From an optimization exercise on the open Yosys and OpenROAD flow, aimed at small area; shortcuts taken in it are not production practice.
The RTL was checked by simulation tests, not by an equivalence proof against the original design.
Power is estimated from default activity; no workload was simulated.

==> flow/design.v (excerpt) <==
module ddr3_controller(
	dout, raddr, fillcount, validout, notfull, ready, ck_pad, ckbar_pad,
	cke_pad, csbar_pad, rasbar_pad, casbar_pad, webar_pad, ba_pad,
	a_pad, dm_pad, odt_pad, resetbar_pad,
	dq_out, dq_oe, dqs_out, dqsbar_out,
	clk, reset, read, cmd, sz, op, din, addr, initddr,
	dq_in, dq_valid
	);
For scale: ~6800 cells after synthesis, about 3100 flip-flops.
clock: 15.0 ns
lec_check: 0
cap_margin: 20
core_margin: 2
core_utilization: 60
cts_cluster_diameter: 80
cts_cluster_size: 30
place_density: 0.75
slew_margin: 20
standard.sh (not shown) runs the stock make flow with config.mk's settings and CLKGATE_MAP_FILE= SYNTH_SCRIPT=/design/flow/synth_recipe.tcl, a recipe that flattens the netlist after the stock synthesis.
==> flow/flow/run.sh <==
#!/bin/bash
set -euo pipefail
export BUFFER_PORTS_ARGS="-buffer_cell sky130_fd_sc_hd__buf_1"
export CTS_ARGS="-sink_clustering_enable -repair_clock_nets -sink_clustering_size 30 -sink_clustering_max_diameter 80 -dont_use_dummy_load"
bash standard.sh > standard.log 2>&1
The baseline completed without violations.
Rerun with:
==> flow/run.sh (new file) <==
#!/bin/bash
# synth_recipe.tcl (not shown) runs the flow's synth.tcl, then flattens the netlist and writes it again
# the make line also repeats each setting of config.mk as NAME=value (left out here)
make -C /OpenROAD-flow-scripts/flow DESIGN_CONFIG=/design/flow/config.mk WORK_HOME=/design/flow/orfs CLKGATE_MAP_FILE= SYNTH_SCRIPT=/design/flow/synth_recipe.tcl finish
removed: flow/flow/run.sh
removed: flow/standard.sh
What happened: Power rises by a few percent; die area does not change; via count barely changes; hold slack improved by 18 ps; global-route usage went down by 0.12 points; clock-buffer cell count is higher by 21; core utilization went up by 0.79 points.

---

## v5
ddr3_controller, a different RTL version from the one above (not shown whole).
Size: roughly 3,100 flip-flops.
Design ddr3_controller, start of the top module:
module ddr3_controller(
	dout, raddr, fillcount, validout, notfull, ready, ck_pad, ckbar_pad,
	cke_pad, csbar_pad, rasbar_pad, casbar_pad, webar_pad, ba_pad,
	a_pad, dm_pad, odt_pad, resetbar_pad,
	dq_out, dq_oe, dqs_out, dqsbar_out,
	clk, reset, read, cmd, sz, op, din, addr, initddr,
	dq_in, dq_valid
	);
	localparam [2:0]
		SCR = 3'b001,
		SCW = 3'b010,
		BLR = 3'b011,
		BLW = 3'b100,
		ATR = 3'b101,
		ATW = 3'b110;
	input         clk;
	input         reset;
	input         read;
	input  [2:0]  cmd;
	input  [15:0] din;
	input  [25:0] addr;
	input  [1:0]  sz;
	input  [2:0]  op;
	output [15:0] dout;
	output [25:0] raddr;
	output [5:0]  fillcount;
	output reg    validout;
	output        notfull;
	input         initddr;
	output        ready;
	output        ck_pad;
	output        ckbar_pad;
	output        cke_pad;
	output        csbar_pad;
	output        rasbar_pad;
	output        casbar_pad;
	output        webar_pad;
	output [2:0]  ba_pad;
	output [12:0] a_pad;
	output [15:0] dq_out;
	output        dq_oe;
	output [1:0]  dqs_out;
	output [1:0]  dqsbar_out;
	input  [15:0] dq_in;
	input         dq_valid;
	output [1:0]  dm_pad;
	output        odt_pad;
	output        resetbar_pad;
	reg ck_i;
	always @(posedge clk)
		if (reset) ck_i <= 0;
		else       ck_i <= ~ck_i;
	wire [15:0] IN_data_out;
	wire        IN_empty, IN_full, CMD_empty, CMD_full, RETURN_empty, RETURN_full;
	wire        IN_get, CMD_get, RETURN_put;
	wire [30:0] CMD_head;
	wire [25:0] RETURN_address;
	wire [15:0] RETURN_data;
	reg         IN_put, CMD_put;
	reg         IN_BLW_put;
	reg  [4:0]  IN_BLW_counter;
	FIFO_IN FIFO_IN (
		.clk(clk), .reset(reset), .data_in(din), .put(IN_put), .get(IN_get),
  ...
Settings: LEC_CHECK=0, CAP_MARGIN=20, CORE_MARGIN=2, CORE_UTILIZATION=60, CTS_CLUSTER_DIAMETER=80, CTS_CLUSTER_SIZE=30, PLACE_DENSITY=0.75, SLEW_MARGIN=20; clock period 15.0 ns.
==> flow/flow/run.sh <==
#!/bin/bash
# Layout flow: the standard ORFS flow (standard.sh) with these changes:
#  - ABC maps the logic with an area-oriented script (flow/abc_speed.script,
#    used in place of ORFS's scripts/abc_speed.script); the rest of the
#    synthesis, and so every register, is as in the standard synthesis;
#  - the port buffers are buf_1 cells (every input and output still gets one);
#  - clock tree synthesis uses clkbuf_8 cells, clusters up to 18 sinks within
#    60 um per leaf buffer,
#    and inserts no dummy loads.
set -euo pipefail
here=$(pwd)
rm -rf "$here/orfs_scripts"
cp -r "$FLOW_HOME/scripts" "$here/orfs_scripts"
cp "$here/flow/abc_speed.script" "$here/orfs_scripts/abc_speed.script"
export SCRIPTS_DIR="$here/orfs_scripts"
export BUFFER_PORTS_ARGS="-buffer_cell sky130_fd_sc_hd__buf_1"
export CTS_ARGS="-sink_clustering_enable -repair_clock_nets -sink_clustering_size 18 -sink_clustering_max_diameter 60 -buf_list sky130_fd_sc_hd__clkbuf_8 -dont_use_dummy_load"
bash standard.sh > standard.log 2>&1
==> flow/flow/abc_speed.script <==
&get -n
&st
&dch
&nf -a
&st
&syn2
&dch
&nf -a
&st
&syn2
&dch
&nf -a
&st
&syn2
&dch
&nf -a
&put
buffer -c
topo
stime -c
upsize -c
dnsize -c
v5 was carried through to the last stage, and its layout satisfied the timing, design-rule and antenna checks.
For v13, these inputs were changed with respect to v5:
==> flow/run.sh (new file) <==
#!/bin/bash
# synth_recipe.tcl (not shown) runs the flow's synth.tcl, then flattens the netlist and writes it again
# the make line also repeats each setting of config.mk as NAME=value (left out here)
make -C /OpenROAD-flow-scripts/flow DESIGN_CONFIG=/design/flow/config.mk WORK_HOME=/design/flow/orfs CLKGATE_MAP_FILE= SYNTH_SCRIPT=/design/flow/synth_recipe.tcl finish
removed: flow/flow/run.sh
removed: flow/flow/abc_speed.script
removed: flow/standard.sh
==> run notes <==
v13 has critical path depth below what v5 had.
Compared with v5, v13 is hungrier on power.
Met2 wirelength from detailed routing, v5 and v13: smaller value in v5

---

## old
ddr3_controller again, from the RTL that the note above started with.
Settings: LEC_CHECK=0, CAP_MARGIN=20, CORE_MARGIN=2, CORE_UTILIZATION=60, CTS_CLUSTER_DIAMETER=80, CTS_CLUSTER_SIZE=30, PLACE_DENSITY=0.75, SLEW_MARGIN=20; clock period 15.0 ns.
==> flow/flow/run.sh <==
#!/bin/bash
# Layout flow: the standard ORFS flow (standard.sh) with these changes:
#  - ABC maps the logic with an area-oriented script (flow/abc_speed.script,
#    used in place of ORFS's scripts/abc_speed.script); the rest of the
#    synthesis, and so every register, is as in the standard synthesis;
#  - the port buffers are buf_1 cells (every input and output still gets one);
#  - clock tree synthesis clusters up to 30 sinks within 80 um per leaf buffer
#    and inserts no dummy loads.
set -euo pipefail
here=$(pwd)
rm -rf "$here/orfs_scripts"
cp -r "$FLOW_HOME/scripts" "$here/orfs_scripts"
cp "$here/flow/abc_speed.script" "$here/orfs_scripts/abc_speed.script"
export SCRIPTS_DIR="$here/orfs_scripts"
export BUFFER_PORTS_ARGS="-buffer_cell sky130_fd_sc_hd__buf_1"
export CTS_ARGS="-sink_clustering_enable -repair_clock_nets -sink_clustering_size 30 -sink_clustering_max_diameter 80 -dont_use_dummy_load"
bash standard.sh > standard.log 2>&1
==> flow/flow/abc_speed.script <==
&get -n
&st
&dch
&nf -a
&st
&syn2
&dch
&nf -a
&st
&syn2
&dch
&nf -a
&st
&syn2
&dch
&nf -a
&put
buffer -c
topo
stime -c
upsize -c
dnsize -c
old: full flow OK, the timing, design-rule and antenna checks passed
What new does differently from old at the input level:
- PLACE_DENSITY: 0.75 -> 0.9
- CTS_CLUSTER_DIAMETER: 80 -> unset
- CTS_CLUSTER_SIZE: 30 -> unset
diff --git a/flow/flow/run.sh b/flow/flow/run.sh
--- a/flow/flow/run.sh
+++ b/flow/flow/run.sh
@@ -5,5 +5,6 @@
 #    synthesis, and so every register, is as in the standard synthesis;
 #  - the port buffers are buf_1 cells (every input and output still gets one);
-#  - clock tree synthesis clusters up to 30 sinks within 80 um per leaf buffer
+#  - clock tree synthesis uses clkbuf_8 cells, clusters up to 18 sinks within
+#    60 um per leaf buffer,
 #    and inserts no dummy loads.
 set -euo pipefail
@@ -14,4 +15,4 @@
 export SCRIPTS_DIR="$here/orfs_scripts"
 export BUFFER_PORTS_ARGS="-buffer_cell sky130_fd_sc_hd__buf_1"
-export CTS_ARGS="-sink_clustering_enable -repair_clock_nets -sink_clustering_size 30 -sink_clustering_max_diameter 80 -dont_use_dummy_load"
+export CTS_ARGS="-sink_clustering_enable -repair_clock_nets -sink_clustering_size 18 -sink_clustering_max_diameter 60 -buf_list sky130_fd_sc_hd__clkbuf_8 -dont_use_dummy_load"
 bash standard.sh > standard.log 2>&1
[summary]
For area of the multi-input gates, old and new come out practically identical.
Portion of total power attributed to the clock network, old and new: lower on new
Relative to old, the summed area of non-filler cells in the final layout measured on new has decreased slightly.
dq_out[15] as the end point of the critical path was reported by new, and dq_out[14] by old.
Relative to old, setup slack has decreased by 0.33 ns in new.
new against old; routed length per placed instance is down slightly.
Between old and new, the flow reports post-layout total power decreasing by a few percent.
Final estimated routing congestion in global placement (higher): new
Going from old to new, the via count of the first global-routing pass was found to have gone up by 3974.

-- re-timing with driven ports --
The flow's constraints put no driver on any port. The routed layouts listed below were extracted and timed again, unchanged, in two steps. Step 1 assumes that a clkbuf_16 drives the clock port and a buf_2 every other input. Step 2 moves the port delays by t, midway between the first and last clock arrival at a register: inputs arrive t later, outputs are due t later. That takes back most of the time a late clock gives input paths. Three values: ideal ports, drivers, drivers and shift; two values: the first two.
run | shift t [ns] | setup slack, ns | worst setup path after step 2
the first run of note 1 | 0.890 | 7.494 / 7.403 / 8.294 | register to output
the second run of note 1 | 0.936 | 7.029 / 6.935 / 7.871 | register to output
v5 | 1.142 | 6.869 / 6.774 / 7.916 | register to output
v13 | 0.970 | 6.845 / 6.746 / 7.716 | register to output
old | 0.938 | 7.078 / 6.986 / 7.924 | register to output
new | 1.142 | 6.752 / 6.663 / 7.804 | register to output
After both steps every run listed still meets setup and hold.
